This is an optimization exercise on Yosys and OpenROAD, whose aim is small area, not a production implementation.
Function was checked by simulation only, so behaviour that the tests miss may differ from the original.
Power and IR drop assume default switching activity.

`flow/config.mk`:
```
export PLATFORM = sky130hd
export DESIGN_NAME = fp_adder_top
export DESIGN_NICKNAME = fp_adder_top
export VERILOG_FILES = /design/flow/design.v
export SDC_FILE = /design/flow/constraint.sdc
export NUM_CORES = 4
export LEC_CHECK = 0
export CAP_MARGIN = 10
export CORE_MARGIN = 2
export CORE_UTILIZATION = 65
export CTS_BUF_LIST = sky130_fd_sc_hd__clkbuf_8
export SLEW_MARGIN = 10
export SYNTH_HIERARCHICAL = 1
export SYNTH_MINIMUM_KEEP_SIZE = 0
```
`flow/constraint.sdc`:
```
create_clock -name core_clock -period 15.0 [get_ports {clk}]
set_input_delay 3.0000 -clock core_clock [delete_from_list [all_inputs] [get_ports {clk}]]
set_output_delay 3.0000 -clock core_clock [all_outputs]
set_load 0.01 [all_outputs]
```
`flow/design.v`:
```
module fp_adder_top ( input  wire        clk,
                      input  wire [31:0] a,
                      input  wire [31:0] b,
                      output wire [31:0] s
                    );
  reg  [31:0] a_q, b_q, s_q;
  wire [31:0] s_d;
  always @(posedge clk) begin
    a_q <= a;
    b_q <= b;
    s_q <= s_d;
  end
  fp_adder u_add ( .a(a_q), .b(b_q), .s(s_d) );
  assign s = s_q;
endmodule

module fp_adder ( input  wire [31:0] a ,
                  input  wire [31:0] b ,
                  output wire [31:0] s
                );
wire [7:0]  ea = a[30:23], eb = b[30:23];
wire        sub = a[31] ^ b[31];
wire        hx  = |ea | |eb;            
wire        hy  = |ea & |eb;            
wire        special = ~(|ea[7:1] | |eb[7:1]) & (ea[0] ^ eb[0]);
wire [8:0]  dab = {1'b0, ea} - {1'b0, eb};
wire        ge = ~dab[8] & ((|dab[7:0]) | (a[22:0] >= b[22:0]));
wire [22:0] mxn, myn;
wire [7:0]  exn;
fpa_muxi #(.W(23)) u_mx (.a(a[22:0]), .b(b[22:0]), .s(ge), .sn(~ge), .y(mxn));
fpa_muxi #(.W(23)) u_my (.a(b[22:0]), .b(a[22:0]), .s(ge), .sn(~ge), .y(myn));
fpa_muxi #(.W(8))  u_ex (.a(ea), .b(eb), .s(ge), .sn(~ge), .y(exn));
wire [7:0]  ex = ~exn;
wire [4:0]  ng  = ~dab[4:0] + 5'd1;
wire        bign = ~((dab[8:5] == 4'b1111) & (|dab[4:0])) & (|dab);
wire [4:0]  d5  = ge ? dab[4:0] : ng;
wire        big = ge ? |dab[7:5] : bign;
wire [4:0]  sh  = special ? 5'd0 : (d5 | {5{big}});
wire        sgn = ge ? a[31] : b[31];
wire [25:0] al;
wire        sticky;
fpa_align u_aln (.mn({~hy, myn}), .sh(sh), .q(al), .sticky(sticky));
wire [27:0] u;
fpa_addsub u_add (.hx(hx), .mxn(mxn), .al(al), .sticky(sticky), .sub(sub), .u(u));
wire [4:0]  t;
fpa_lzcap u_lzc (.u(u), .ex(ex), .sub(sub), .t(t));
wire [27:0] rn;
wire        rovf, hp01;
wire [2:0]  tc;
fpa_pround u_prn (.u(u), .sub(sub), .ex(ex), .rn(rn), .rovf(rovf), .tc(tc), .hp01(hp01));
wire [27:0] n1;
fpa_norm u_nrm (.un(rn), .t(t), .n(n1));
wire [7:0]  e2;
fpa_final u_fin (.n26(n1[27]), .ex(ex), .t(t), .rovf(rovf), .tc(tc), .hp01(hp01), .e(e2));
assign s = {sgn, e2, n1[26:4]};
endmodule
module fpa_align ( input wire [23:0] mn, input wire [4:0] sh,
                   output wire [25:0] q, output wire sticky );
wire [4:0]  shn = ~sh;
wire [25:0] r1, r2n, r3, r4n;
fpa_sh #(.W(26), .S(1),  .INV(1), .ZL(2)) u_s1 (.d({mn, 2'b11}), .s(sh[0]), .sn(shn[0]), .q(r1));
fpa_sh #(.W(26), .S(2),  .INV(0), .ZL(1)) u_s2 (.d(r1),  .s(sh[1]), .sn(shn[1]), .q(r2n));
fpa_sh #(.W(26), .S(4),  .INV(1), .ZL(0)) u_s3 (.d(r2n), .s(sh[2]), .sn(shn[2]), .q(r3));
fpa_sh #(.W(26), .S(8),  .INV(0), .ZL(0)) u_s4 (.d(r3),  .s(sh[3]), .sn(shn[3]), .q(r4n));
fpa_sh #(.W(26), .S(16), .INV(1), .ZL(0)) u_s5 (.d(r4n), .s(sh[4]), .sn(shn[4]), .q(q));
assign sticky = (sh[1] & r1[1]) | (sh[2] & ~&r2n[3:0]) | (sh[3] & |r3[7:0]) | (sh[4] & ~&r4n[15:0]);
endmodule
module fpa_norm ( input wire [27:0] un, input wire [4:0] t, output wire [27:0] n );
wire [4:0]  tn = ~t;
wire [27:0] l1, l2n, l3, l4n;
fpa_sh #(.W(28), .S(1),  .INV(1), .LEFT(1), .ZL(2)) u_s1 (.d(un),  .s(t[0]), .sn(tn[0]), .q(l1));
fpa_sh #(.W(28), .S(2),  .INV(0), .LEFT(1), .ZL(2)) u_s2 (.d(l1),  .s(t[1]), .sn(tn[1]), .q(l2n));
fpa_sh #(.W(28), .S(4),  .INV(1), .LEFT(1), .ZL(2)) u_s3 (.d(l2n), .s(t[2]), .sn(tn[2]), .q(l3));
fpa_sh #(.W(28), .S(8),  .INV(0), .LEFT(1), .ZL(2)) u_s4 (.d(l3),  .s(t[3]), .sn(tn[3]), .q(l4n));
fpa_sh #(.W(28), .S(16), .INV(1), .LEFT(1), .ZL(2)) u_s5 (.d(l4n), .s(t[4]), .sn(tn[4]), .q(n));
endmodule
module fpa_sh #(parameter W = 26, parameter S = 1, parameter INV = 0,
                parameter LEFT = 0, parameter ZL = 0)
               ( input wire [W-1:0] d, input wire s, input wire sn, output wire [W-1:0] q );
genvar i;
generate for (i = 0; i < W; i = i + 1) begin : g_b
  localparam integer J = LEFT ? i - S : i + S;
  localparam HAS1 = (J >= 0) && (J < W) && (J >= ZL);
  localparam HAS0 = (i >= ZL);
  if (HAS1 && HAS0) begin : g_m
    fpa_aoi22 u (.a1(d[J]), .a2(s), .b1(d[i]), .b2(sn), .y(q[i]));
  end else if (HAS0) begin : g_0
    if (INV == 0) begin : g_t
      fpa_nand2 u (.a(d[i]), .b(sn), .y(q[i]));
    end else begin : g_i
      fpa_nor2 u (.a(d[i]), .b(s), .y(q[i]));
    end
  end else if (HAS1) begin : g_1
    if (INV == 0) begin : g_t
      fpa_nand2 u (.a(d[J]), .b(s), .y(q[i]));
    end else begin : g_i
      fpa_nor2 u (.a(d[J]), .b(sn), .y(q[i]));
    end
  end else begin : g_c
    assign q[i] = (INV == 0);
  end
end endgenerate
endmodule
module fpa_muxi #(parameter W = 1)
                 ( input wire [W-1:0] a, input wire [W-1:0] b, input wire s, input wire sn,
                   output wire [W-1:0] y );
genvar i;
generate for (i = 0; i < W; i = i + 1) begin : g_b
  fpa_aoi22 u (.a1(a[i]), .a2(s), .b1(b[i]), .b2(sn), .y(y[i]));
end endgenerate
endmodule
module fpa_aoi22 ( input wire a1, input wire a2, input wire b1, input wire b2, output wire y );
assign y = ~((a1 & a2) | (b1 & b2));
endmodule
module fpa_aoi21 ( input wire a1, input wire a2, input wire b, output wire y );
assign y = ~((a1 & a2) | b);
endmodule
module fpa_oai21 ( input wire a1, input wire a2, input wire b1, output wire y );
assign y = ~((a1 | a2) & b1);
endmodule
module fpa_nand2 ( input wire a, input wire b, output wire y );
assign y = ~(a & b);
endmodule
module fpa_nor2 ( input wire a, input wire b, output wire y );
assign y = ~(a | b);
endmodule
module fpa_addsub ( input wire hx, input wire [22:0] mxn, input wire [25:0] al,
                    input wire sticky, input wire sub,
                    output wire [27:0] u );
wire [27:0] aa = {1'b0, hx, ~mxn, 3'b000};
wire [27:0] bb = {1'b0, al, sticky} ^ {28{sub}};
wire [27:0] p = aa ^ bb, g = aa & bb;
wire [28:0] c;
assign c[0] = sub;
genvar i;
generate for (i = 0; i < 26; i = i + 2) begin : g_add
  assign u[i]   = p[i] ^ c[i];
  assign u[i+1] = p[i+1] ^ (g[i] | (p[i] & c[i]));
  assign c[i+2] = g[i+1] | (p[i+1] & g[i]) | (p[i+1] & p[i] & c[i]);
end endgenerate
assign u[26] = p[26] ^ c[26];
assign u[27] = (g[26] | (p[26] & c[26])) & ~sub;    
endmodule
module fpa_lzcap ( input wire [27:0] u, input wire [7:0] ex, input wire sub,
                   output wire [4:0] t );
wire [31:0] x = {u[27:2], 6'b100000};
wire [15:0] v1; wire [15:0] p1;
wire [7:0]  v2; wire [15:0] p2;
wire [3:0]  v3; wire [11:0] p3;
wire [1:0]  v4; wire [7:0]  p4;
genvar j;
generate for (j = 0; j < 16; j = j + 1) begin : l1
  assign v1[j] = x[2*j+1] | x[2*j];
  assign p1[j] = ~x[2*j+1];
end endgenerate
generate for (j = 0; j < 8; j = j + 1) begin : l2
  assign v2[j] = v1[2*j+1] | v1[2*j];
  assign p2[2*j+1:2*j] = v1[2*j+1] ? {1'b0, p1[2*j+1]} : {1'b1, p1[2*j]};
end endgenerate
generate for (j = 0; j < 4; j = j + 1) begin : l3
  assign v3[j] = v2[2*j+1] | v2[2*j];
  assign p3[3*j+2:3*j] = v2[2*j+1] ? {1'b0, p2[4*j+3:4*j+2]} : {1'b1, p2[4*j+1:4*j]};
end endgenerate
generate for (j = 0; j < 2; j = j + 1) begin : l4
  assign v4[j] = v3[2*j+1] | v3[2*j];
  assign p4[4*j+3:4*j] = v3[2*j+1] ? {1'b0, p3[6*j+5:6*j+3]} : {1'b1, p3[6*j+2:6*j]};
end endgenerate
wire [4:0] lz = v4[1] ? {1'b0, p4[7:4]} : {1'b1, p4[3:0]};
wire [7:0] cap = (sub && ex != 8'd0) ? ex : 8'd1;
wire       le  = (|cap[7:5]) | ~(lz > cap[4:0]);
assign t = le ? lz : cap[4:0];
endmodule
module fpa_pround ( input wire [27:0] u, input wire sub, input wire [7:0] ex,
                    output wire [27:0] rn, output wire rovf, output wire [2:0] tc,
                    output wire hp01 );
wire [27:0] r;
assign rn = ~r;
wire t0 = ~sub & u[27];
wire t1 = sub ? (u[26] | (ex[7:1] == 7'd0)) : ~u[27];
wire t2 = sub & ~u[26] & u[25] & (ex[7:1] != 7'd0);
wire rnd0 = u[3] & (u[2] | u[1] | u[4]);
wire rnd1 = u[2] & (u[1] | u[0] | u[3]);
wire rnd2 = u[1] & (u[0] | u[2]);
wire c2 = t2 & rnd2;
wire c3 = (u[2] & c2) | (t1 & rnd1);
wire c4 = (u[3] & c3) | (t0 & rnd0);
assign r[1:0] = u[1:0];
assign r[2] = u[2] ^ c2;
assign r[3] = u[3] ^ c3;
wire [23:0] x = u[27:4];
wire [5:0]  ag;
genvar i;
generate for (i = 0; i < 6; i = i + 1) begin : g_ag
  assign ag[i] = &x[4*i+3:4*i];
end endgenerate
wire [5:0]  pg;                         
assign pg[0] = ag[0];
assign pg[1] = ag[0] & ag[1];
assign pg[2] = pg[1] & ag[2];
assign pg[3] = pg[1] & ag[2] & ag[3];
assign pg[4] = pg[3] & ag[4];
assign pg[5] = pg[3] & ag[4] & ag[5];
wire [5:0]  gc = {pg[4:0], 1'b1} & {6{c4}};
generate for (i = 0; i < 24; i = i + 1) begin : g_bit
  if ((i % 4) == 0) begin : g0
    assign r[4+i] = x[i] ^ gc[i/4];
  end else begin : g1
    assign r[4+i] = x[i] ^ (gc[i/4] & (&x[i-1:(i/4)*4]));
  end
end endgenerate
assign rovf = (t0 & rnd0 & (&u[27:4])) | (t1 & rnd1 & (&u[26:3])) | (t2 & rnd2 & (&u[25:2]));
assign tc = {t2, t1, t0};
assign hp01 = t0 | (t1 & u[26]) | (t2 & u[25]);
endmodule
module fpa_final ( input wire n26, input wire [7:0] ex, input wire [4:0] t,
                   input wire rovf, input wire [2:0] tc, input wire hp01,
                   output wire [7:0] e );
wire        hp = hp01 | (~|tc & n26);
wire [7:0]  e2 = (ex + 8'd1 + rovf) - t;
assign e = e2 & {8{hp}};
endmodule
```
`flow/flow/run.sh`:
```
#!/bin/bash
# Layout flow: the standard ORFS flow with two changes:
#  - synthesis maps logic with the ABC script in flow/abc_area.script (ABC_AREA=1),
#  - port buffers are sky130_fd_sc_hd__buf_1.
# Each tool's output stays in orfs/logs/; make's own output goes to flow_make.log.
set -euo pipefail
F=$(pwd)
mkdir -p "$F/scripts"
for f in "$FLOW_HOME"/scripts/*; do ln -sf "$f" "$F/scripts/"; done
rm -f "$F/scripts/abc_area.script"
cp "$F/flow/abc_area.script" "$F/scripts/abc_area.script"
EXTRA=$(cat "$F/flow/extra_make_args" 2>/dev/null || true)
sed "s#\"\${@:-finish}\"#SCRIPTS_DIR=$F/scripts ABC_AREA=1 BUFFER_PORTS_ARGS='-buffer_cell sky130_fd_sc_hd__buf_1' $EXTRA \"\${@:-finish}\"#" standard.sh > "$F/my_standard.sh"
bash "$F/my_standard.sh" > "$F/flow_make.log" 2>&1
```
`flow/flow/abc_area.script`:
```
strash
&get -n
&st
&dch -f
&nf -R 1000 -p
&put
```
`flow/flow/extra_make_args`:
```
ADDER_MAP_FILE= SYNTH_INSBUF=0 SYNTH_OPERATIONS_ARGS=-noshare
```
`flow/standard.sh`:
```
#!/bin/bash
# synth_recipe.tcl (not shown) runs the flow's synth.tcl, then flattens the netlist and writes it again
# the make line also repeats each setting of config.mk as NAME=value (left out here)
make -C /OpenROAD-flow-scripts/flow DESIGN_CONFIG=/design/flow/config.mk WORK_HOME=/design/flow/orfs CLKGATE_MAP_FILE= SYNTH_SCRIPT=/design/flow/synth_recipe.tcl "${@:-finish}"
```
==> results of run 1 <==
[power groups by stage]
stage | clock network [W] | logic [W] | registers [W]
2_1_floorplan | 0 | 0.000800 | 0.000363
3_3_place_gp | 0 | 0.00103 | 0.000339
3_5_place_dp | 0 | 0.00105 | 0.000341
4_1_cts | 0.000178 | 0.00105 | 0.000335
5_1_grt | 0.000186 | 0.00121 | 0.000344
6_report | 0.000176 | 0.00110 | 0.000335
[worst max path at each step]
stage,start,end,slack [ns],cells after the start
floorplan,b_q[23],s_q[26],0.04,61
finish,b_q[23],s_q[26],1.21,70
CTS,b_q[23],s_q[26],0.13,68
detailed placement,b_q[23],s_q[26],-0.04,68
global route,a_q[24],s_q[26],-0.06,70
global placement,b_q[23],s_q[26],0.64,68
[worst register-to-register path, delay by kind of cell, from the launching register on]
family,cells,cell delay [ns]
xor+xnor,2,0.38
fa+ha+maj,3,1.13
compound gates,33,6.38
buf+inv,3,0.58
simple gates,29,4.88
flops,1,0.35
[final cells by class]
| cell class | instances | area share, % |
|---|---|---|
| multi-input cells | 792 | 64.20 |
| flip-flops and latches | 96 | 23.09 |
| repair buffers | 116 | 6.270 |
| well taps | 140 | 2.105 |
| clock buffers | 11 | 1.819 |
| inverters | 33 | 1.609 |
| clock inverters | 5 | 0.6616 |
| repair inverters | 3 | 0.2406 |
[through the flow]
stage / setup TNS, ns / power (W) / cell area (um2)
floorplan: 0 / 0.001162 / 7311
finish: 0 / 0.001607 / 8322
global placement: 0 / 0.001373 / 8008
global route: -0.1176 / 0.001741 / 8322
CTS: 0 / 0.001568 / 8218
detailed placement: -0.07793 / 0.001390 / 8008
[state kept, by name, summed over array words and instances, names as in the netlist]
register and cells:
b_q 32, a_q 32, s_q 32
[layer usage]
| layer | part of all wire, % | wire (um) | vias to the layer above |
|---|---|---|---|
| met3 | 4.8 | 911 | 46 |
| li1 | - | - | 3785 |
| met1 | 44 | 8373 | 3528 |
| met4 | 2.9 | 555 | 0 |
| met5 | 0 | 0 | - |
| met2 | 48 | 9221 | 281 |
[timing repair]
item                                    4_1_cts  5_1_grt
endpoints found under the setup margin        2       31
pin swaps                                     0        2
gates resized for setup                       1       26
buffers inserted                              0        1
gates cloned                                  0        3
==> summary.md, run 1 <==
| Metric | Value |
|---|---|
| Fill cell count | `828` |
| Via count | `7640` |
| Rows | `38` |
| Crit-path most repeated cell | `a22oi_1` |
| Top Usage Layer GRT | `met2` |
| Synthesized cell area | `7301 um2` |
| Clock Latency Late Sink | `0.39 ns` |
| Vias in the first global route | `6656` |
| Sw Share | `49.09%` |
| Reg2Reg Depth | `70` |
| Hold slack | `0.6010 ns` |
| Setup ws final | `1.206 ns` |
| CTS Sinks | `96` |
| Layout cell share with drive strength beyond 1 | `5.682%` |
| # diodes | `0` |
| CORE AREA | `10890 um2` |
| Clock power frac | `11.0%` |
| Hold Path Depth | `1` |
| Synth-to-layout area growth | `13.98%` |
| Initial antenna violation count | `0` |
| Clk slew on worst S/H paths | `0.09 ns` |
| Yosys Warn Count | `7` |
| Slowest CP cell | `maj3_1` |
| DR WL/cell | `15.94 um` |
| H-tree levels | `3` |
| Die W | `110.0 um` |
| Most common library cell in the layout ignoring fill and taps | `a22oi_1` |
| Worst path top cell family by delay | `compound AO/OA/AOI/OAI gates` |
| Logic gate share of total power | `68.2%` |
| Antenna-violating nets left | `0` |
| Post-Route Utilization | `76.43%` |
| Period utilization | `91.96%` |
| CTS Hold Buffers Added | `0` |
| Port Buffer Count | `96` |
| Required time of the critical path | `15.30 ns` |
| Arrival time at the worst endpoint | `14.09 ns` |
| DIE AREA | `12100 um2` |
| Setup CP Type | `flip-flop to flip-flop` |
| Hold Path End | `s_q[31]` |
| Slew HR | `56.84%` |
| TritonRoute pass-1 iters | `5` |
| Sequential Power Share | `20.8%` |
| Met1 Usage GRT | `40.11%` |
| Post-layout minimum cycle time | `13.79 ns` |
| Fin cells | `1196` |
| P per Cell Area | `193.1 nW/um2` |
| Placed insts | `1176` |
| Worst r2r dst | `s_q[26]` |
| Worst r2r src | `b_q[23]` |
| Num CTS Buffers | `9` |
| Worst VDD drop | `0.1341 mV` |
| Final hold violation count | `0` |
| Syn Nets | `987` |
| GRT Residual Overflow | `0` |
| CTS tree | `built` |
| CP Max Fanout | `8` |
| Mapped Cells | `922` |
| DRT Wirelength | `19060 um` |
| Register area | `1922 um2` |
| GP Congestion | `0.9883` |
| Clk_skew | `0.01034 ns` |
| Vias per cell | `6.388` |
| Crit end category | `flip-flop` |
| Cell Int Power | `0.0008182 W` |
| M2 GR Usage | `54.12%` |
| FMAX | `72.49 MHz` |
| Pin count of the biggest net entering global routing | `62` |
| Initial core utilization | `67.05%` |
| Max Slew Vio Count | `0` |
| Gr usage total | `31.64%` |
| Global-route wire length before repair | `30570 um` |
| Reg2reg setup slack | `1.21 ns` |
| Status | `timing/DRC/antenna clean` |
| Critical path buffers and inverters | `3` |
| Pleak | `3.043 nW` |
| Post-Place Setup Slack | `-0.04330 ns` |
| NetSw | `0.0007888 W` |
| Residual DRC | `0` |
| CTS Buffer Depth | `2` |
| Met3 GRT Util | `3.939%` |
| Hold Path Class | `flip-flop to flip-flop` |
| Combined area of the multi-input logic cells | `5343 um2` |
| Syn Area/Cell | `7.918 um2` |
| Drt initial violations | `768` |
| Die Y | `110.0 um` |
| I/O pins | `97` |
| Actual slew at the worst max-slew pin | `0.6311 ns` |
| Final nets | `1116` |
| Clock root cell | `clkbuf_8` |
| Max-Cap Viols | `0` |
| Most frequent cells in the layout | `a22oi_1, dfxtp_1, buf_1` |
| Post-DP HPWL | `14360 um` |
| Hold_sp | `a_q[31]` |
| Slowest stage delay, CP | `0.39 ns` |
| # setup viols final | `0` |
| Crit path launch type | `flip-flop` |
==> run 2, diff against run 1 <==
==> flow/flow/extra_make_args (replaced) <==
ADDER_MAP_FILE= SYNTH_INSBUF=0 SYNTH_OPERATIONS_ARGS=-noshare CTS_ARGS='-sink_clustering_enable -repair_clock_nets -buf_list sky130_fd_sc_hd__clkbuf_8 -dont_use_dummy_load'
==> run 2 against run 1 <==
Effect of this change:
- sequential share of layout area is 0.23 points higher
- still clean on timing, DRC and antenna
- first-iteration DRC count is 15% lower
- hold slack gained 0.0079 ns
- largest power group unchanged
- routed wire length fell by 0.70%
- critical path type unchanged
==> summary.md, run 2 <==
| Metric | Value |
|---|---|
| CORE AREA | `10890 um2` |
| DIE AREA | `12100 um2` |
| Vias in the first global route | `6638` |
| CTS Sinks | `96` |
| WL met3 | `1027 um` |
| Period utilization | `92.09%` |
| TritonRoute pass-1 iters | `6` |
| Hold Path Class | `flip-flop to flip-flop` |
| Residual DRC | `0` |
| Pleak | `3.000 nW` |
| Post-Place Setup Slack | `-0.04330 ns` |
| Sw Share | `49.63%` |
| NetSw | `0.0007747 W` |
| CP Max Fanout | `8` |
| Synthesized cell area | `7301 um2` |
| Max Slew Vio Count | `0` |
| Antenna-violating nets left | `0` |
| Crit end category | `flip-flop` |
| Clock root cell | `clkbuf_8` |
| Clk_skew | `0.02756 ns` |
| Initial core utilization | `67.05%` |
| Max-Cap Viols | `0` |
| Hold Path End | `s_q[31]` |
| GRT Residual Overflow | `0` |
| Layout cell share with drive strength beyond 1 | `5.148%` |
| Die Y | `110.0 um` |
| Setup TNS | `0 ns` |
| Clk slew on worst S/H paths | `0.09 ns` |
| Most common library cell in the layout ignoring fill and taps | `a22oi_1` |
| Logic gate share of total power | `70.1%` |
| CTS tree | `built` |
| Hold_sp | `a_q[31]` |
| Mapped Cells | `922` |
| DR WL/cell | `15.92 um` |
| Reg2reg setup slack | `1.19 ns` |
| Worst path top cell family by delay | `compound AO/OA/AOI/OAI gates` |
| Rows | `38` |
| Syn Area/Cell | `7.918 um2` |
| Top Layer Used | `met4` |
| Drt initial violations | `649` |
| Fill cell count | `846` |
| Crit path launch type | `flip-flop` |
| Syn Nets | `987` |
| Worst r2r src | `b_q[23]` |
| Slowest stage delay, CP | `0.39 ns` |
| Required time of the critical path | `15.29 ns` |
| Cell Int Power | `0.0007862 W` |
| Regs by FF count | `a_q (32), b_q (32), s_q (32)` |
| # setup viols final | `0` |
| Critical path buffers and inverters | `3` |
| Initial antenna violation count | `0` |
| Arrival time at the worst endpoint | `14.10 ns` |
| Register area | `1922 um2` |
| Post-DP HPWL | `14360 um` |
| Sequential Power Share | `21.4%` |
| Setup CP Type | `flip-flop to flip-flop` |
| Vias per cell | `6.416` |
| Met1 WL | `8187 um` |
| Actual slew at the worst max-slew pin | `0.6825 ns` |
| CTS Buffer Depth | `2` |
| DRT Wirelength | `18930 um` |
| # diodes | `0` |
| Worst VDD drop | `0.1290 mV` |
| Synth-to-layout area growth | `12.85%` |
| Pin count of the biggest net entering global routing | `62` |
| Port Buffer Count | `96` |
| Hold Path Depth | `1` |
| Die W | `110.0 um` |
| Most frequent cells in the layout | `a22oi_1, dfxtp_1, buf_1` |
| Combined area of the multi-input logic cells | `5343 um2` |
| Via count | `7629` |
| Crit-path most repeated cell | `a22oi_1` |
| Final Power | `0.001561 W` |
| Clock Latency Late Sink | `0.39 ns` |
| GP Congestion | `0.9883` |
| Num CTS Buffers | `9` |
| Worst r2r dst | `s_q[26]` |
| Clock power frac | `8.5%` |
| FMAX | `72.39 MHz` |
| Global-route wire length before repair | `30330 um` |
| Reg2Reg Depth | `70` |
| CTS Hold Buffers Added | `0` |
| I/O pins | `97` |
| Status | `timing/DRC/antenna clean` |
| Met2 wire len | `9164 um` |
| H-tree levels | `3` |
| Slew HR | `53.32%` |
| P per Cell Area | `189.5 nW/um2` |
| Gr usage total | `31.36%` |
| Final hold violation count | `0` |
| Post-layout minimum cycle time | `13.81 ns` |
| Yosys Warn Count | `7` |
| Final nets | `1116` |
| Hold slack | `0.6090 ns` |
| Slowest CP cell | `maj3_1` |
| Setup ws final | `1.187 ns` |
run 2: metal layers:
metal	track usage (%)	vias up
li1	-	3781
met1	39.35	3515
met2	53.90	285
met3	4.233	48
met4	13.02	0
met5	0	-
run 2: metrics by stage:
stage	cells	area (um2)	utilization [%]
detailed placement	1176	8008	73.55
CTS	1185	8135	74.72
floorplan	922	7311	-
global route	1189	8239	75.67
global placement	1176	8008	73.55
finish	1189	8239	75.67
run 2: layout make-up:
| class | instances | share of cell area [%] |
|---|---|---|
| clock buffers | 9 | 1.503 |
| inverters | 33 | 1.625 |
| multi-input cells | 792 | 64.84 |
| flip-flops and latches | 96 | 23.33 |
| well taps | 140 | 2.126 |
| repair buffers | 116 | 6.333 |
| repair inverters | 3 | 0.2430 |
run 2: timing repair:
action                     CTS  global route
cloned                       0             3
gates resized for setup      1            26
setup endpoints to repair    2            31
setup buffers                0             1
pin swaps                    0             2
run 2: power groups by stage:
stage	Clock, W	Sequential, W	Combinational [W]
3_3_place_gp	0	0.000339	0.00103
6_report	0.000133	0.000335	0.00109
3_5_place_dp	0	0.000341	0.00105
2_1_floorplan	0	0.000363	0.000800
4_1_cts	0.000135	0.000335	0.00105
5_1_grt	0.000141	0.000344	0.00121
run 2: worst register-to-register path, delay by kind of cell, from the launching register on:
| family | cells | cell delay [ns] |
|---|---|---|
| AND/OR/NAND/NOR | 29 | 4.89 |
| flip-flops | 1 | 0.35 |
| buffers and inverters | 3 | 0.60 |
| adder cells (fa/ha/maj) | 3 | 1.13 |
| AO/OA/AOI/OAI | 33 | 6.35 |
| XOR/XNOR | 2 | 0.37 |
run 2: worst max-delay path by stage:
stage / from / endpoint / slack, ns / cells after the start
3_3_place_gp: b_q[23] / s_q[26] / 0.64 / 68
5_1_grt: a_q[24] / s_q[26] / -0.05 / 70
4_1_cts: b_q[23] / s_q[26] / 0.14 / 68
6_report: b_q[23] / s_q[26] / 1.19 / 70
2_1_floorplan: b_q[23] / s_q[26] / 0.04 / 61
3_5_place_dp: b_q[23] / s_q[26] / -0.04 / 68
==> run 3, diff against run 2 <==
--- a/flow/config.mk
+++ b/flow/config.mk
@@ -9,6 +9,7 @@
 export CORE_MARGIN = 2
 export CORE_UTILIZATION = 65
 export CTS_BUF_LIST = sky130_fd_sc_hd__clkbuf_8
+export SETUP_SLACK_MARGIN = -0.5
 export SLEW_MARGIN = 10
 export SYNTH_HIERARCHICAL = 1
 export SYNTH_MINIMUM_KEEP_SIZE = 0
==> run 3 against run 2 <==
Effect of this change:
- still clean
- flip-flop and latch count unchanged
- fmax down 2.9%
- core utilization down 0.40 points
- critical endpoint unchanged
==> summary.md, run 3 <==
| Metric | Value |
|---|---|
| Final nets | `1114` |
| P per Cell Area | `189.4 nW/um2` |
| Clock root cell | `clkbuf_8` |
| GRT Residual Overflow | `0` |
| CTS Hold Buffers Added | `0` |
| Layout cell share with drive strength beyond 1 | `4.489%` |
| Reg2reg setup slack | `0.77 ns` |
| Vias in the first global route | `6710` |
| Pin count of the biggest net entering global routing | `55` |
| Worst r2r src | `b_q[23]` |
| # diodes | `0` |
| Setup ws final | `0.7669 ns` |
| Die W | `110.0 um` |
| Clk_skew | `0.03658 ns` |
| DIE AREA | `12100 um2` |
| CORE AREA | `10890 um2` |
| Final hold violation count | `0` |
| Post-DP HPWL | `14290 um` |
| Synthesized cell area | `7301 um2` |
| Critical Path Start | `b_q[23]` |
| Status | `timing/DRC/antenna clean` |
| Die Y | `110.0 um` |
| Post-Place Setup Slack | `-0.1284 ns` |
| Antenna-violating nets left | `0` |
| Period utilization | `94.89%` |
| FMAX | `70.26 MHz` |
| # setup viols final | `0` |
| Yosys Warn Count | `7` |
| Global-route wire length before repair | `30370 um` |
| Crit path to | `s_q[26]` |
| CTS Buffer Depth | `2` |
| Worst r2r dst | `s_q[26]` |
| Hold Path Class | `flip-flop to flip-flop` |
| Via count | `7612` |
| Synth-to-layout area growth | `12.25%` |
| Port Buffer Count | `96` |
| Initial antenna violation count | `0` |
| Slowest CP cell | `or4_1` |
| Post-Route Utilization | `75.27%` |
| Mapped Cells | `922` |
| CTS Sinks | `96` |
| Crit path launch type | `flip-flop` |
| Rows | `38` |
| Most frequent cells in the layout | `a22oi_1, dfxtp_1, buf_1` |
| Actual slew at the worst max-slew pin | `0.6482 ns` |
| Drt initial violations | `717` |
| Most common library cell in the layout ignoring fill and taps | `a22oi_1` |
| DRT Wirelength | `18800 um` |
| Gr usage total | `31.40%` |
| Post-layout minimum cycle time | `14.23 ns` |
| GP Congestion | `1.007` |
| Vias per cell | `6.413` |
| Clock Latency Late Sink | `0.39 ns` |
| Initial core utilization | `67.05%` |
| Crit-path most repeated cell | `a22oi_1` |
| I/O pins | `97` |
| Crit end category | `flip-flop` |
| Required time of the critical path | `15.30 ns` |
| CTS tree | `built` |
| Arrival time at the worst endpoint | `14.54 ns` |
| Slew HR | `56.48%` |
| Syn Nets | `987` |
| H-tree levels | `3` |
| CP Max Fanout | `25` |
| Reg2Reg Depth | `64` |
| Num CTS Buffers | `9` |
| Slowest stage delay, CP | `0.56 ns` |
| DR WL/cell | `15.83 um` |
| Setup CP Type | `flip-flop to flip-flop` |
| Syn Area/Cell | `7.918 um2` |
| Worst VDD drop | `0.1537 mV` |
| Regs by FF count | `a_q (32), b_q (32), s_q (32)` |
| Pleak | `3.000 nW` |
| Max-Cap Viols | `0` |
| Residual DRC | `0` |
| Max Slew Vio Count | `0` |
| Clk slew on worst S/H paths | `0.10 ns` |
| TritonRoute pass-1 iters | `7` |
[run 3: how the worst min path moves through the flow]
stage             from       to  slack [ns]  cells past startpoint
2_1_floorplan  a_q[31]  s_q[31]        0.45                      1
3_3_place_gp   a_q[31]  s_q[31]        0.57                      1
3_5_place_dp   a_q[31]  s_q[31]        0.60                      1
4_1_cts        a_q[31]  s_q[31]        0.62                      1
5_1_grt        a_q[31]  s_q[31]        0.63                      1
6_report       a_q[31]  s_q[31]        0.61                      1
[run 3: routing by layer]
layer  global-route usage (%)  wire length (um)  vias to the layer above
li1                         -                 -                     3779
met1                    39.15              8195                     3473
met2                    54.08              8997                      302
met3                    5.350              1048                       58
met4                    11.66               554                        0
met5                        0                 0                        -
[run 3: worst max-delay path: cells and delay by family (launching register included)]
kind | cells | cell delay (ns)
AO/OA/AOI/OAI | 34 | 7.48
AND/OR/NAND/NOR | 20 | 3.57
buffers and inverters | 5 | 1.23
adder cells (fa/ha/maj) | 3 | 1.15
flip-flops | 1 | 0.35
XOR/XNOR | 1 | 0.20
multiplexers | 1 | 0.16
[run 3: cell type report]
cell class	instances	area, um2
clock buffers	9	123.9
fillers	879	2693
inverters	33	132.6
multi-input cells	792	5320
flip-flops and latches	96	1922
well taps	140	175.2
repair buffers	116	514.2
repair inverters	1	7.507
[run 3: stage by stage]
stage	std cells	power, W	hold slack [ns]	TNS [ns]	area, um2
after global placement	1174	0.001368	0.5728	0	7991
after CTS	1183	0.001518	0.6207	-0.8266	8115
after detailed placement	1174	0.001383	0.5954	-0.5449	7991
final	1187	0.001552	0.6071	0	8195
after global routing	1187	0.001697	0.6263	-3.769	8195
after floorplan	922	0.001162	0.4547	-1.653	7306
[run 3: power by group]
part           switching [W]  internal, W
logic               0.000667     0.000418
clock network      0.0000782    0.0000538
registers          0.0000207     0.000315
[run 3: what timing repair did]
| item | 4_1_cts | 5_1_grt |
|---|---|---|
| setup endpoints to repair | 0 | 31 |
| setup buffers | 0 | 3 |
| hold endpoints to repair | 0 | 0 |
| resized for setup | 0 | 19 |
==> run 4, diff against run 3 <==
--- a/flow/config.mk
+++ b/flow/config.mk
@@ -9,7 +9,7 @@
 export CORE_MARGIN = 2
 export CORE_UTILIZATION = 65
 export CTS_BUF_LIST = sky130_fd_sc_hd__clkbuf_8
-export SETUP_SLACK_MARGIN = -0.5
+export SETUP_SLACK_MARGIN = -0.9
 export SLEW_MARGIN = 10
 export SYNTH_HIERARCHICAL = 1
 export SYNTH_MINIMUM_KEEP_SIZE = 0
==> run 4 against run 3 <==
Effect of this change:
- clock skew decreased by 0.0075 ns
- critical path depth up 1
- register-to-register slack got worse by 0.26 ns
- critical endpoint unchanged
- largest cell class unchanged
==> summary.md, run 4 <==
| Metric | Value |
|---|---|
| DR WL/cell | `16.28 um` |
| Cell Int Power | `0.0007886 W` |
| Design area | `8209 um2` |
| I/O pins | `97` |
| Mapped Cells | `922` |
| Slowest stage delay, CP | `0.72 ns` |
| Clock root cell | `clkbuf_8` |
| Post-Place Setup Slack | `0.5038 ns` |
| Die W | `110.0 um` |
| Pin count of the biggest net entering global routing | `55` |
| Synthesized cell area | `7301 um2` |
| Die Y | `110.0 um` |
| Slowest CP cell | `clkinv_1` |
| TritonRoute pass-1 iters | `6` |
| CORE AREA | `10890 um2` |
| Final nets | `1120` |
| Via count | `7705` |
| Antenna-violating nets left | `0` |
| Drt initial violations | `705` |
| Actual slew at the worst max-slew pin | `0.7003 ns` |
| Vias per cell | `6.459` |
| Area after DPL | `8040 um2` |
| Logic gate share of total power | `70.1%` |
| Max Slew Vio Count | `0` |
| Fin cells | `1193` |
| Gr usage total | `31.60%` |
| DRT Wirelength | `19430 um` |
| Crit end category | `flip-flop` |
| Arrival time at the worst endpoint | `14.82 ns` |
| Clock Latency Late Sink | `0.39 ns` |
| Clock power frac | `8.4%` |
| Global-route wire length before repair | `30720 um` |
| Syn Nets | `987` |
| Setup TNS | `0 ns` |
| Crit-path most repeated cell | `o21ai_0` |
| Slew HR | `52.88%` |
| Final hold violation count | `0` |
| DIE AREA | `12100 um2` |
| Yosys Warn Count | `7` |
| CTS Buffer Depth | `2` |
| Pleak | `3.007 nW` |
| Initial antenna violation count | `0` |
| P per Cell Area | `189.8 nW/um2` |
| Required time of the critical path | `15.33 ns` |
| GRT Residual Overflow | `0` |
| Period utilization | `96.63%` |
| Vias in the first global route | `6729` |
| Syn Area/Cell | `7.918 um2` |
| Rows | `38` |
| CTS Sinks | `96` |
| Residual DRC | `0` |
| GP Congestion | `0.9952` |
| CTS tree | `built` |
| Clk slew on worst S/H paths | `0.09 ns` |
| Regs by FF count | `a_q (32), b_q (32), s_q (32)` |
| Placed insts | `1181` |
| Port Buffer Count | `96` |
| # setup viols final | `0` |
| Most common library cell in the layout ignoring fill and taps | `a22oi_1` |
| Reg2Reg Depth | `65` |
| Status | `timing/DRC/antenna clean` |
| Crit path launch type | `flip-flop` |
| Layout cell share with drive strength beyond 1 | `4.463%` |
| Clk_skew | `0.02909 ns` |
| Hold Path Depth | `1` |
| Hold Path Class | `flip-flop to flip-flop` |
| Sequential Power Share | `21.5%` |
| Num CTS Buffers | `9` |
| Worst VDD drop | `0.1483 mV` |
| FMAX | `68.99 MHz` |
| Post-layout minimum cycle time | `14.49 ns` |
| Sw Share | `49.39%` |
| Setup CP Type | `flip-flop to flip-flop` |
| H-tree levels | `3` |
| CP Max Fanout | `27` |
| Synth-to-layout area growth | `12.44%` |
| Most frequent cells in the layout | `a22oi_1, dfxtp_1, buf_1` |
| Max-Cap Viols | `0` |
| Initial core utilization | `67.05%` |
| Setup ws final | `0.5052 ns` |
| NetSw | `0.0007697 W` |
| # diodes | `0` |
| Post-DP HPWL | `14650 um` |
run 4: final timing paths:
| kind | startpoint | endpoint | slack, ns |
|---|---|---|---|
| min reg2reg | a_q[31] | s_q[31] | 0.59 |
| max reg2reg | b_q[23] | s_q[26] | 0.51 |
| max | b_q[23] | s_q[26] | 0.51 |
| min | a_q[31] | s_q[31] | 0.59 |
run 4: metal layers:
metal  wire length, um  up-vias  GRT usage (%)
li1                  -     3796              -
met1              8551     3606          39.33
met2              9485      256          55.48
met3               864       47          3.645
met4               526        0          12.48
met5                 0        -              0
run 4: worst max-delay path, delay by kind of cell, from the launching register on:
family | cells | cell delay (ns)
xor+xnor | 3 | 0.55
flops | 1 | 0.35
compound gates | 28 | 5.58
buf+inv | 2 | 0.90
fa+ha+maj | 2 | 0.80
simple gates | 30 | 6.29
run 4: through the flow:
stage	hold WS (ns)	power (W)	utilization [%]
6_report	0.5874	0.001558	75.40
2_1_floorplan	0.4547	0.001161	-
3_5_place_dp	0.5699	0.001396	73.85
3_3_place_gp	0.5704	0.001380	73.85
4_1_cts	0.5930	0.001528	74.98
5_1_grt	0.6150	0.001699	75.40
run 4: power by group through the flow:
stage	registers (W)	clock network, W	logic, W
final	0.000335	0.000131	0.00109
after global placement	0.000340	0	0.00104
after CTS	0.000335	0.000134	0.00106
after global routing	0.000345	0.000140	0.00121
after floorplan	0.000363	0	0.000799
after detailed placement	0.000341	0	0.00105
run 4: repair_timing:
item,4_1_cts,5_1_grt
hold buffers,0,0
resized for setup,0,9
endpoints found under the setup margin,0,9
buffers inserted,0,1
run 4: layout make-up:
| class | count | area, um2 |
|---|---|---|
| well taps | 140 | 175.2 |
| repair buffers | 120 | 540.5 |
| clock buffers | 9 | 123.9 |
| repair inverters | 1 | 7.507 |
| fillers | 876 | 2679 |
| multi-input cells | 794 | 5308 |
| inverters | 33 | 132.6 |
| flip-flops and latches | 96 | 1922 |
==> run 5, diff against run 4 <==
--- a/flow/config.mk
+++ b/flow/config.mk
@@ -7,9 +7,7 @@
 export LEC_CHECK = 0
 export CAP_MARGIN = 10
 export CORE_MARGIN = 2
-export CORE_UTILIZATION = 65
-export CTS_BUF_LIST = sky130_fd_sc_hd__clkbuf_8
-export SETUP_SLACK_MARGIN = -0.9
+export CORE_UTILIZATION = 55
 export SLEW_MARGIN = 10
 export SYNTH_HIERARCHICAL = 1
 export SYNTH_MINIMUM_KEEP_SIZE = 0
==> run 5 against run 4 <==
Effect of this change:
- routed wire length is 5.1% lower
- flip-flop and latch count stayed put
- via count is 5.0% lower
- synthesized area stayed put
- critical path depth is 2 lower
- die area is 17% higher
- cell area is 0.73% higher
- hold slack better by 0.020 ns
- critical endpoint unchanged
- still clean
- sequential share of layout area is 0.17 points lower
- clock-buffer cell count stayed put
- synthesized cell count stayed put
==> summary.md, run 5 <==
| Metric | Value |
|---|---|
| Status | `timing/DRC/antenna clean` |
| Die W | `119.2 um` |
| Period utilization | `90.62%` |
| Arrival time at the worst endpoint | `13.90 ns` |
| DR WL/cell | `15.15 um` |
| Mapped Cells | `922` |
| Antenna-violating nets left | `0` |
| I/O pins | `97` |
| Met1 Usage GRT | `32.53%` |
| Num CTS Buffers | `9` |
| Post-layout minimum cycle time | `13.59 ns` |
| Initial antenna violation count | `0` |
| DIE AREA | `14210 um2` |
| Synthesized cell area | `7301 um2` |
| FMAX | `73.57 MHz` |
| Slowest CP cell | `or4_1` |
| Syn Area/Cell | `7.918 um2` |
| Worst VDD drop | `0.07744 mV` |
| Max-Cap Viols | `0` |
| Pleak | `2.989 nW` |
| Crit end category | `flip-flop` |
| Most frequent cells in the layout | `a22oi_1, dfxtp_1, buf_1` |
| M2 GR Usage | `43.39%` |
| Hold slack | `0.6074 ns` |
| Most common library cell in the layout ignoring fill and taps | `a22oi_1` |
| Post-DP HPWL | `14530 um` |
| Setup CP Type | `flip-flop to flip-flop` |
| Critical path buffers and inverters | `4` |
| GRT Residual Overflow | `0` |
| GP Congestion | `0.9340` |
| Initial core utilization | `55.79%` |
| Drt initial violations | `561` |
| Layout cell share with drive strength beyond 1 | `5.379%` |
| RSZ-0062 raised after global routing | `false` |
| Fin cells | `1217` |
| Residual DRC | `0` |
| Top Usage Layer GRT | `met2` |
| H-tree levels | `3` |
| Clk slew on worst S/H paths | `0.10 ns` |
| Required time of the critical path | `15.31 ns` |
| P per Cell Area | `188.0 nW/um2` |
| Post-Place Setup Slack | `-0.1246 ns` |
| Crit-path most repeated cell | `a22oi_1` |
| Crit path launch type | `flip-flop` |
| Via count | `7320` |
| Clk_skew | `0.02820 ns` |
| Max Slew Vio Count | `0` |
| Final nets | `1108` |
| Regs by FF count | `a_q (32), b_q (32), s_q (32)` |
| Vias in the first global route | `6459` |
| # diodes | `0` |
| Global-route wire length before repair | `30160 um` |
| Syn Nets | `987` |
| Port Buffer Count | `96` |
| Gr usage total | `25.80%` |
| Setup ws final | `1.408 ns` |
| Pin count of the biggest net entering global routing | `55` |
| Clock Latency Late Sink | `0.38 ns` |
| Clock root cell | `clkbuf_8` |
| Hold Path Class | `flip-flop to flip-flop` |
| Final hold violation count | `0` |
| CTS Sinks | `96` |
| Synth-to-layout area growth | `13.26%` |
| Reg2reg setup slack | `1.41 ns` |
| TritonRoute pass-1 iters | `6` |
| CTS tree | `built` |
| Actual slew at the worst max-slew pin | `1.133 ns` |
| Placed insts | `1206` |
| CP Max Fanout | `29` |
| Vias per cell | `6.015` |
| # setup viols final | `0` |
| CORE AREA | `13090 um2` |
| Slew HR | `24.47%` |
| Die Y | `119.2 um` |
| Met3 GRT Util | `5.077%` |
| CTS Buffer Depth | `2` |
| Yosys Warn Count | `7` |
| DRT Wirelength | `18430 um` |
| Worst path top cell family by delay | `compound AO/OA/AOI/OAI gates` |
| Rows | `42` |
| Slowest stage delay, CP | `0.57 ns` |
## run 5: cell count changes in the layout (fill, tap and decap cells not counted), moves of 4 or more
cell,previous run,this run
buf_4,24,14
nor2b_1,17,13
o21ai_0,36,31
nor2b_2,1,5
## run 5: worst register-to-register path: cells and delay by family, from the launching register on
kind | cells | cell delay (ns)
buffers and inverters | 4 | 1.02
flip-flops | 1 | 0.35
XOR/XNOR | 1 | 0.18
multiplexers | 1 | 0.23
AO/OA/AOI/OAI | 34 | 6.87
adder cells (fa/ha/maj) | 3 | 1.14
AND/OR/NAND/NOR | 20 | 3.75
## run 5: worst paths after layout
check               start      end  depth (start not counted)
setup / recovery  b_q[23]  s_q[26]                         63
hold / removal    a_q[31]  s_q[31]                          1
setup reg to reg  b_q[23]  s_q[26]                         63
hold reg to reg   a_q[31]  s_q[31]                          1
## run 5: final cells by class
type / count / area, um2
well taps: 176 / 220.2
fillers: 1276 / 4816
repair buffers: 111 / 476.7
flip-flops and latches: 96 / 1922
multi-input cells: 792 / 5388
inverters: 33 / 138.9
clock buffers: 9 / 123.9
## run 5: routing by layer
layer | vias to the layer above | part of all wire, %
li1 | 3762 | -
met2 | 196 | 47
met4 | 0 | 3.0
met1 | 3319 | 46
met3 | 43 | 4.4
met5 | - | 0
## run 5: power by group
group	internal [W]	switching, W
logic	0.000418	0.000670
clock network	0.0000538	0.0000776
registers	0.000315	0.0000199
## run 5: metrics by stage
step | utilization (%) | cell area (um2) | setup TNS, ns | total power (W)
4_1_cts | 62.18 | 8137 | 0 | 0.001522
3_3_place_gp | 61.20 | 8008 | 0 | 0.001383
3_5_place_dp | 61.20 | 8008 | -0.4996 | 0.001388
6_report | 63.20 | 8269 | 0 | 0.001555
2_1_floorplan | - | 7311 | 0 | 0.001162
5_1_grt | 63.20 | 8269 | 0 | 0.001703
## run 5: timing repair
action | 4_1_cts | 5_1_grt
hold buffers | 0 | 0
resized for setup | 2 | 34
endpoints found under the hold margin | 0 | 0
gates cloned | 0 | 0
buffers inserted | 0 | 2
pin swaps | 1 | 2
setup endpoints to repair | 8 | 31
==> run 6, diff against run 5 <==
--- a/flow/config.mk
+++ b/flow/config.mk
@@ -8,6 +8,7 @@
 export CAP_MARGIN = 10
 export CORE_MARGIN = 2
 export CORE_UTILIZATION = 55
+export SETUP_SLACK_MARGIN = -0.5
 export SLEW_MARGIN = 10
 export SYNTH_HIERARCHICAL = 1
 export SYNTH_MINIMUM_KEEP_SIZE = 0
==> run 6 against run 5 <==
Effect of this change:
- non-clock buffer count increased by 1
- sequential power hardly changed
- critical path type unchanged
- still clean
- critical endpoint unchanged
- fmax down 2.4%
- largest cell class unchanged
- die area unchanged
==> summary.md, run 6 <==
| Metric | Value |
|---|---|
| # diodes | `0` |
| Yosys Warn Count | `7` |
| Clock root cell | `clkbuf_8` |
| Layout cell share with drive strength beyond 1 | `4.027%` |
| Required time of the critical path | `15.32 ns` |
| CTS resizes | `0` |
| Post-layout minimum cycle time | `13.92 ns` |
| Fin cells | `1219` |
| Slowest CP cell | `maj3_1` |
| Critical path buffers and inverters | `2` |
| Period utilization | `92.81%` |
| Slowest stage delay, CP | `0.40 ns` |
| CTS Hold Buffers Added | `0` |
| Reg2Reg Depth | `68` |
| Placed insts | `1209` |
| Final nets | `1110` |
| CP Max Fanout | `24` |
| Antenna-violating nets left | `0` |
| Max-Cap Viols | `0` |
| CTS Sinks | `96` |
| Regs by FF count | `a_q (32), b_q (32), s_q (32)` |
| Fill cell count | `1276` |
| Initial antenna violation count | `0` |
| Clk slew on worst S/H paths | `0.10 ns` |
| Setup CP Type | `flip-flop to flip-flop` |
| Most common library cell in the layout ignoring fill and taps | `a22oi_1` |
| Port Buffer Count | `96` |
| GRT Residual Overflow | `0` |
| Status | `timing/DRC/antenna clean` |
| H-tree levels | `3` |
| Syn Nets | `987` |
| Postcts setup bufs | `0` |
| Num CTS Buffers | `9` |
| DR WL/cell | `15.23 um` |
| Clk_skew | `0.03183 ns` |
| Max Slew Vio Count | `0` |
| Synth-to-layout area growth | `12.56%` |
| Pleak | `2.971 nW` |
| Mapped Cells | `922` |
| Worst path top cell family by delay | `compound AO/OA/AOI/OAI gates` |
| Hold Path Depth | `1` |
| Slew HR | `39.71%` |
| DIE AREA | `14210 um2` |
| Crit-path most repeated cell | `a22oi_1` |
| TritonRoute pass-1 iters | `6` |
| Crit path launch type | `flip-flop` |
| FMAX | `71.83 MHz` |
| Drt initial violations | `488` |
| I/O pins | `97` |
| Rows | `42` |
| Worst VDD drop | `0.06164 mV` |
| CORE AREA | `13090 um2` |
| Via count | `7359` |
| P per Cell Area | `188.1 nW/um2` |
| Die Y | `119.2 um` |
| Initial core utilization | `55.79%` |
| Gr usage total | `25.96%` |
| # setup viols final | `0` |
| Final hold violation count | `0` |
| CTS Buffer Depth | `2` |
| Syn Area/Cell | `7.918 um2` |
| Hold slack | `0.5959 ns` |
| DRT Wirelength | `18560 um` |
| Clock Latency Late Sink | `0.39 ns` |
| Crit end category | `flip-flop` |
| Vias in the first global route | `6538` |
| Post-DP HPWL | `14460 um` |
| Crit path depth | `68` |
| Global-route wire length before repair | `30210 um` |
| Actual slew at the worst max-slew pin | `0.8960 ns` |
| Hold Path Class | `flip-flop to flip-flop` |
| Residual DRC | `0` |
| Arrival time at the worst endpoint | `14.24 ns` |
| Most frequent cells in the layout | `a22oi_1, dfxtp_1, buf_1` |
| Pin count of the biggest net entering global routing | `62` |
| Die W | `119.2 um` |
| Vias per cell | `6.037` |
| CTS tree | `built` |
| GP Congestion | `0.9639` |
| Synthesized cell area | `7301 um2` |
==> run 6: final cells by class <==
type	count	area, um2	area share, %
clock buffer	9	123.9	1.507
inverter	33	136.4	1.660
timing repair buffer	112	488.0	5.938
tap	176	220.2	2.680
multi-input combinational	792	5320	64.74
timing repair inverter	1	7.507	0.09135
sequential	96	1922	23.39
==> run 6: final timing paths <==
| kind | startpoint | to | slack [ns] |
|---|---|---|---|
| worst max-delay path | b_q[23] | s_q[26] | 1.08 |
| worst min-delay path | a_q[31] | s_q[31] | 0.60 |
| worst max register to register | b_q[23] | s_q[26] | 1.08 |
| worst min register to register | a_q[31] | s_q[31] | 0.60 |
==> run 6: where the power goes <==
part	total [W]	internal (W)	leakage, nW	switching [W]
combinational	0.00108	0.000413	2.10	0.000666
clock	0.000133	0.0000538	0.0647	0.0000789
sequential	0.000334	0.000315	0.810	0.0000195
==> run 6: stage by stage <==
step	util [%]	setup WS, ns	setup TNS (ns)	total power [W]	instance area [um2]
floorplan	-	-0.2656	-1.653	0.001162	7306
global placement	61.36	0.3609	0	0.001389	8029
detailed placement	61.36	-0.007510	-0.01079	0.001392	8029
CTS	62.31	-0.08776	-0.2052	0.001524	8153
global route	62.80	-0.4903	-3.073	0.001688	8218
finish	62.80	1.078	0	0.001546	8218
==> run 6: metal layers <==
layer / vias up / track usage, % / wire length (um)
li1: 3771 / - / -
met5: - / 0 / 0
met2: 213 / 43.00 / 8608
met3: 50 / 3.017 / 704
met4: 0 / 12.50 / 703
met1: 3325 / 33.59 / 8546
==> run 7, diff against run 6 <==
--- a/flow/config.mk
+++ b/flow/config.mk
@@ -7,7 +7,7 @@
 export LEC_CHECK = 0
 export CAP_MARGIN = 10
 export CORE_MARGIN = 2
-export CORE_UTILIZATION = 55
+export CORE_UTILIZATION = 72
 export SETUP_SLACK_MARGIN = -0.5
 export SLEW_MARGIN = 10
 export SYNTH_HIERARCHICAL = 1
==> run 7 against run 6 <==
Effect of this change:
- sequential power is essentially flat
- clock skew shrank 0.0024 ns
- still clean on timing, DRC and antenna
- die area shrank 23%
- largest power group unchanged
- cell area is essentially flat
- flip-flop and latch count is the same
- clock power is essentially flat
- synthesized area is the same
- largest cell class unchanged
- critical path depth grew 2
- highest routed layer unchanged
==> summary.md, run 7 <==
| Metric | Value |
|---|---|
| Crit path to | `s_q[26]` |
| Pleak | `3.015 nW` |
| Cell Int Power | `0.0007930 W` |
| Slowest stage delay, CP | `0.43 ns` |
| Final nets | `1121` |
| Die W | `104.7 um` |
| Vias per cell | `6.600` |
| Period utilization | `93.96%` |
| Clk slew on worst S/H paths | `0.10 ns` |
| H-tree levels | `3` |
| Most common library cell in the layout ignoring fill and taps | `a22oi_1` |
| Vias in the first global route | `7120` |
| P per Cell Area | `191.0 nW/um2` |
| Arrival time at the worst endpoint | `14.41 ns` |
| Max-Cap Viols | `0` |
| Max Slew Vio Count | `0` |
| CORE AREA | `9819 um2` |
| Residual DRC | `0` |
| Rows | `36` |
| Setup CP Type | `flip-flop to flip-flop` |
| Syn Area/Cell | `7.918 um2` |
| Die Y | `104.7 um` |
| Actual slew at the worst max-slew pin | `0.6752 ns` |
| Layout cell share with drive strength beyond 1 | `4.744%` |
| Crit end category | `flip-flop` |
| Worst VDD drop | `0.1147 mV` |
| Syn Nets | `987` |
| Most frequent cells in the layout | `a22oi_1, dfxtp_1, buf_1` |
| Met1 WL | `7942 um` |
| Clk_skew | `0.02940 ns` |
| GP Congestion | `0.9975` |
| Clock Latency Late Sink | `0.38 ns` |
| Slowest CP cell | `or2_2` |
| DIE AREA | `10960 um2` |
| # setup viols final | `0` |
| I/O pins | `97` |
| Initial antenna violation count | `0` |
| Num CTS Buffers | `9` |
| Met2 wire len | `9215 um` |
| Port Buffer Count | `96` |
| Regs by FF count | `a_q (32), b_q (32), s_q (32)` |
| # diodes | `0` |
| CTS tree | `built` |
| WL met3 | `1127 um` |
| CTS Sinks | `96` |
| Synth-to-layout area growth | `12.65%` |
| Reg2Reg Depth | `70` |
| Critical Path Start | `a_q[23]` |
| Worst r2r dst | `s_q[26]` |
| Sw Share | `49.51%` |
| Reg2reg setup slack | `0.91 ns` |
| Antenna-violating nets left | `0` |
| Clock root cell | `clkbuf_8` |
| Hold Path Class | `flip-flop to flip-flop` |
| Logic gate share of total power | `70.1%` |
| Initial core utilization | `74.35%` |
| CTS Buffer Depth | `2` |
| Post-Route Utilization | `83.75%` |
| Worst r2r src | `a_q[23]` |
| Yosys Warn Count | `7` |
| NetSw | `0.0007776 W` |
| Final hold violation count | `0` |
| Clock power frac | `8.5%` |
| Top Layer Used | `met4` |
| Mapped Cells | `922` |
| Post-DP HPWL | `14560 um` |
| TritonRoute pass-1 iters | `7` |
| Gr usage total | `34.21%` |
| Drt initial violations | `544` |
| Status | `timing/DRC/antenna clean` |
| DR WL/cell | `16.00 um` |
| Required time of the critical path | `15.32 ns` |
| Pin count of the biggest net entering global routing | `55` |
| Crit path launch type | `flip-flop` |
| Postcts setup bufs | `0` |
| Slew HR | `54.57%` |
| GRT Residual Overflow | `0` |
| DRT Wirelength | `18990 um` |
| Via count | `7834` |
| Synthesized cell area | `7301 um2` |
| Sequential Power Share | `21.3%` |
| Post-layout minimum cycle time | `14.09 ns` |
| FMAX | `70.95 MHz` |
| Global-route wire length before repair | `31490 um` |
| CP Max Fanout | `51` |
| Hold slack | `0.5996 ns` |
-- run 7: area by class of cell --
type / instances / area, um2
clock buffer: 9 / 123.9
fill: 643 / 1595
inverter: 33 / 136.4
multi-input combinational: 792 / 5301
sequential: 96 / 1922
tap: 133 / 166.4
timing repair buffer: 123 / 566.8
timing repair inverter: 1 / 7.507
-- run 7: worst min-delay path by stage --
stage | from | to | slack [ns] | cells past startpoint
final | a_q[31] | s_q[31] | 0.60 | 1
after global routing | a_q[31] | s_q[31] | 0.63 | 1
after CTS | a_q[31] | s_q[31] | 0.60 | 1
after detailed placement | a_q[31] | s_q[31] | 0.58 | 1
after global placement | a_q[31] | s_q[31] | 0.59 | 1
after floorplan | a_q[31] | s_q[31] | 0.45 | 1
-- run 7: critical path: cells and delay by family (launching register included) --
family / cells / cell delay, ns
AOI/OAI and AO/OA: 31 / 6.04
DFF: 1 / 0.40
buffers and inverters: 4 / 0.87
xor gates and xnor gates: 3 / 0.48
adders and majority gates: 2 / 0.78
and+or+nand+nor: 30 / 5.44
-- run 7: stage by stage --
stage                     instances  instance area [um2]  total power [W]  setup TNS, ns  worst slack (ns)
after global placement         1177                 8058         0.001375              0            0.9968
after detailed placement       1177                 8058         0.001400              0            0.3495
after global routing           1187                 8224         0.001703         -2.981           -0.4871
after CTS                      1186                 8182         0.001535              0            0.3211
final                          1187                 8224         0.001571              0            0.9065
after floorplan                 922                 7306         0.001162         -1.653           -0.2656
-- run 7: per-layer routing --
metal | track usage, % | vias up
met2 | 60.13 | 373
li1 | - | 3796
met3 | 3.805 | 69
met4 | 15.90 | 0
met5 | 0 | -
met1 | 41.83 | 3596
-- run 7: power groups by stage --
stage	Combinational, W	Sequential, W	Clock, W
final	0.00110	0.000335	0.000134
after floorplan	0.000799	0.000363	0
after CTS	0.00106	0.000335	0.000135
after detailed placement	0.00106	0.000341	0
after global routing	0.00122	0.000339	0.000142
after global placement	0.00104	0.000339	0
-- run 7: timing repair --
item,4_1_cts,5_1_grt
resized for setup,0,13
hold buffers,0,0
endpoints found under the hold margin,0,0
setup endpoints to repair,0,11
==> run 8, diff against run 7 <==
--- a/flow/config.mk
+++ b/flow/config.mk
@@ -7,7 +7,7 @@
 export LEC_CHECK = 0
 export CAP_MARGIN = 10
 export CORE_MARGIN = 2
-export CORE_UTILIZATION = 72
+export CORE_UTILIZATION = 45
 export SETUP_SLACK_MARGIN = -0.5
 export SLEW_MARGIN = 10
 export SYNTH_HIERARCHICAL = 1
==> run 8 against run 7 <==
Effect of this change:
- still clean
- fmax up 1.9%
- via count fell by 5.9%
- combinational power about the same
- flip-flop and latch count unchanged
- core utilization down 31 points
- critical endpoint unchanged
==> summary.md, run 8 <==
| Metric | Value |
|---|---|
| Status | `timing/DRC/antenna clean` |
| Initial antenna violation count | `0` |
| Num CTS Buffers | `9` |
| Pin count of the biggest net entering global routing | `64` |
| Fill cell count | `1619` |
| Initial core utilization | `45.96%` |
| Vias in the first global route | `6524` |
| Post-Route Utilization | `52.44%` |
| Crit end category | `flip-flop` |
| Post-layout minimum cycle time | `13.83 ns` |
| Setup TNS | `0 ns` |
| Gr usage total | `21.89%` |
| Slowest stage delay, CP | `0.40 ns` |
| Clk_skew | `0.03863 ns` |
| Syn Area/Cell | `7.918 um2` |
| Via count | `7368` |
| Placed insts | `1254` |
| Mapped Cells | `922` |
| Final hold violation count | `0` |
| Hold Path Class | `flip-flop to flip-flop` |
| Yosys Warn Count | `7` |
| DIE AREA | `17260 um2` |
| CTS Hold Buffers Added | `0` |
| Global-route wire length before repair | `31460 um` |
| Register area | `1922 um2` |
| Max-Cap Viols | `0` |
| Final nets | `1115` |
| Residual DRC | `0` |
| DR WL/cell | `15.06 um` |
| CTS tree | `built` |
| P per Cell Area | `187.4 nW/um2` |
| Period utilization | `92.23%` |
| GRT Residual Overflow | `0` |
| Worst path top cell family by delay | `compound AO/OA/AOI/OAI gates` |
| Synthesized cell area | `7301 um2` |
| Hold slack | `0.6117 ns` |
| Clk slew on worst S/H paths | `0.11 ns` |
| Port Buffer Count | `96` |
| Die Y | `131.4 um` |
| Actual slew at the worst max-slew pin | `0.8213 ns` |
| Crit path launch type | `flip-flop` |
| Post-DP HPWL | `14950 um` |
| Postcts setup bufs | `0` |
| Fin cells | `1264` |
| Vias per cell | `5.829` |
| CORE AREA | `15890 um2` |
| # diodes | `0` |
| CP Max Fanout | `24` |
| Required time of the critical path | `15.34 ns` |
| Drt initial violations | `654` |
| Pleak | `3.003 nW` |
| DRT Wirelength | `19030 um` |
| Max Slew Vio Count | `0` |
| Regs by FF count | `a_q (32), b_q (32), s_q (32)` |
| Layout cell share with drive strength beyond 1 | `4.771%` |
| Critical path buffers and inverters | `2` |
| Final Power | `0.001561 W` |
| GP Congestion | `0.8912` |
| Worst VDD drop | `0.07582 mV` |
| Slew HR | `44.74%` |
| # setup viols final | `0` |
| Clock root cell | `clkbuf_8` |
| TritonRoute pass-1 iters | `5` |
| Antenna-violating nets left | `0` |
| Synth-to-layout area growth | `14.10%` |
| Arrival time at the worst endpoint | `14.17 ns` |
| Crit-path most repeated cell | `a22oi_1` |
| Clock Latency Late Sink | `0.40 ns` |
| I/O pins | `97` |
| CTS Buffer Depth | `2` |
| Most common library cell in the layout ignoring fill and taps | `a22oi_1` |
| CTS Sinks | `96` |
| Combined area of the multi-input logic cells | `5341 um2` |
| Syn Nets | `987` |
| FMAX | `72.29 MHz` |
| Most frequent cells in the layout | `a22oi_1, dfxtp_1, buf_1` |
| H-tree levels | `3` |
| Rows | `46` |
| Slowest CP cell | `maj3_1` |
| Die W | `131.4 um` |
| Setup CP Type | `flip-flop to flip-flop` |
run 8: worst paths after layout:
check,startpoint,to,slack [ns],cells after the start
max reg2reg,b_q[23],s_q[26],1.17,68
max,b_q[23],s_q[26],1.17,68
min,a_q[31],s_q[31],0.61,1
min reg2reg,a_q[31],s_q[31],0.61,1
run 8: metrics by stage:
stage	setup slack (ns)	area, um2
3_5_place_dp	0.02269	8117
6_report	1.166	8330
3_3_place_gp	0.2557	8117
2_1_floorplan	-0.2656	7306
4_1_cts	-0.02014	8240
5_1_grt	-0.4441	8330
run 8: worst reg2reg max path: cells and delay by family, from the launching register on:
family                   cells  cell delay [ns]
XOR/XNOR                     3             0.54
AO/OA/AOI/OAI               33             6.39
buffers and inverters        2             0.39
adder cells (fa/ha/maj)      2             0.80
AND/OR/NAND/NOR             28             5.31
flip-flops                   1             0.36
run 8: power by group:
group	switching (W)	total [W]	internal, W	leakage (nW)
sequential	0.0000190	0.000334	0.000315	0.810
clock	0.0000792	0.000133	0.0000538	0.0647
combinational	0.000675	0.00109	0.000419	2.13
total	0.000774	0.00156	0.000787	3.00
run 8: layout make-up:
cell class / count / share of cell area (%)
Multi-Input combinational cell: 792 / 64.12
Sequential cell: 96 / 23.07
Timing Repair Buffer: 117 / 6.353
Tap cell: 216 / 3.244
Inverter: 33 / 1.637
Clock buffer: 9 / 1.487
Timing Repair inverter: 1 / 0.09012
run 8: routing by layer:
metal  vias to the layer above  GRT usage, %  wire length [um]
met3                        39         2.662               676
met5                         -             0                 0
met4                         0         10.02               594
met2                       204         35.73              8717
li1                       3772             -                 -
met1                      3353         28.95              9042
run 8: what timing repair did:
action                                  in CTS  in global routing
hold endpoints to repair                     0                  0
gates resized for setup                      0                 25
endpoints found under the setup margin       0                 31

[afterwards: timing with drivers on the ports]
How much do the figures lean on ideal ports? The routed layouts below were timed once more, with nothing changed but the port constraints.
Step 1 (the two cells are an assumption about what drives the block):
set clk [get_ports {clk}]
set_driving_cell -lib_cell sky130_fd_sc_hd__clkbuf_16 $clk
set_driving_cell -lib_cell sky130_fd_sc_hd__buf_2 [delete_from_list [all_inputs] $clk]
Step 2 also shifts input and output timing later by t, the mid clock arrival at the registers, as if the neighbouring blocks saw the same clock.
Slacks: ideal / step 1 / step 2; pairs: ideal / step 1.
| run | t, ns | slack for setup (ns) | clock arrival spread, ns |
|---|---|---|---|
| run 1 | 0.421 | 1.206 / 1.206 / 1.206 | 0.011 / 0.011 |
| run 2 | 0.410 | 1.187 / 1.187 / 1.187 | 0.028 / 0.028 |
| run 3 | 0.408 | 0.767 / 0.767 / 0.767 | 0.037 / 0.036 |
| run 4 | 0.406 | 0.505 / 0.505 / 0.505 | 0.029 / 0.029 |
| run 5 | 0.405 | 1.408 / 1.408 / 1.408 | 0.028 / 0.028 |
| run 6 | 0.414 | 1.078 / 1.078 / 1.078 | 0.032 / 0.032 |
| run 7 | 0.401 | 0.907 / 0.907 / 0.907 | 0.030 / 0.030 |
| run 8 | 0.420 | 1.166 / 1.166 / 1.166 | 0.038 / 0.039 |
After both steps every run listed still meets setup and hold.
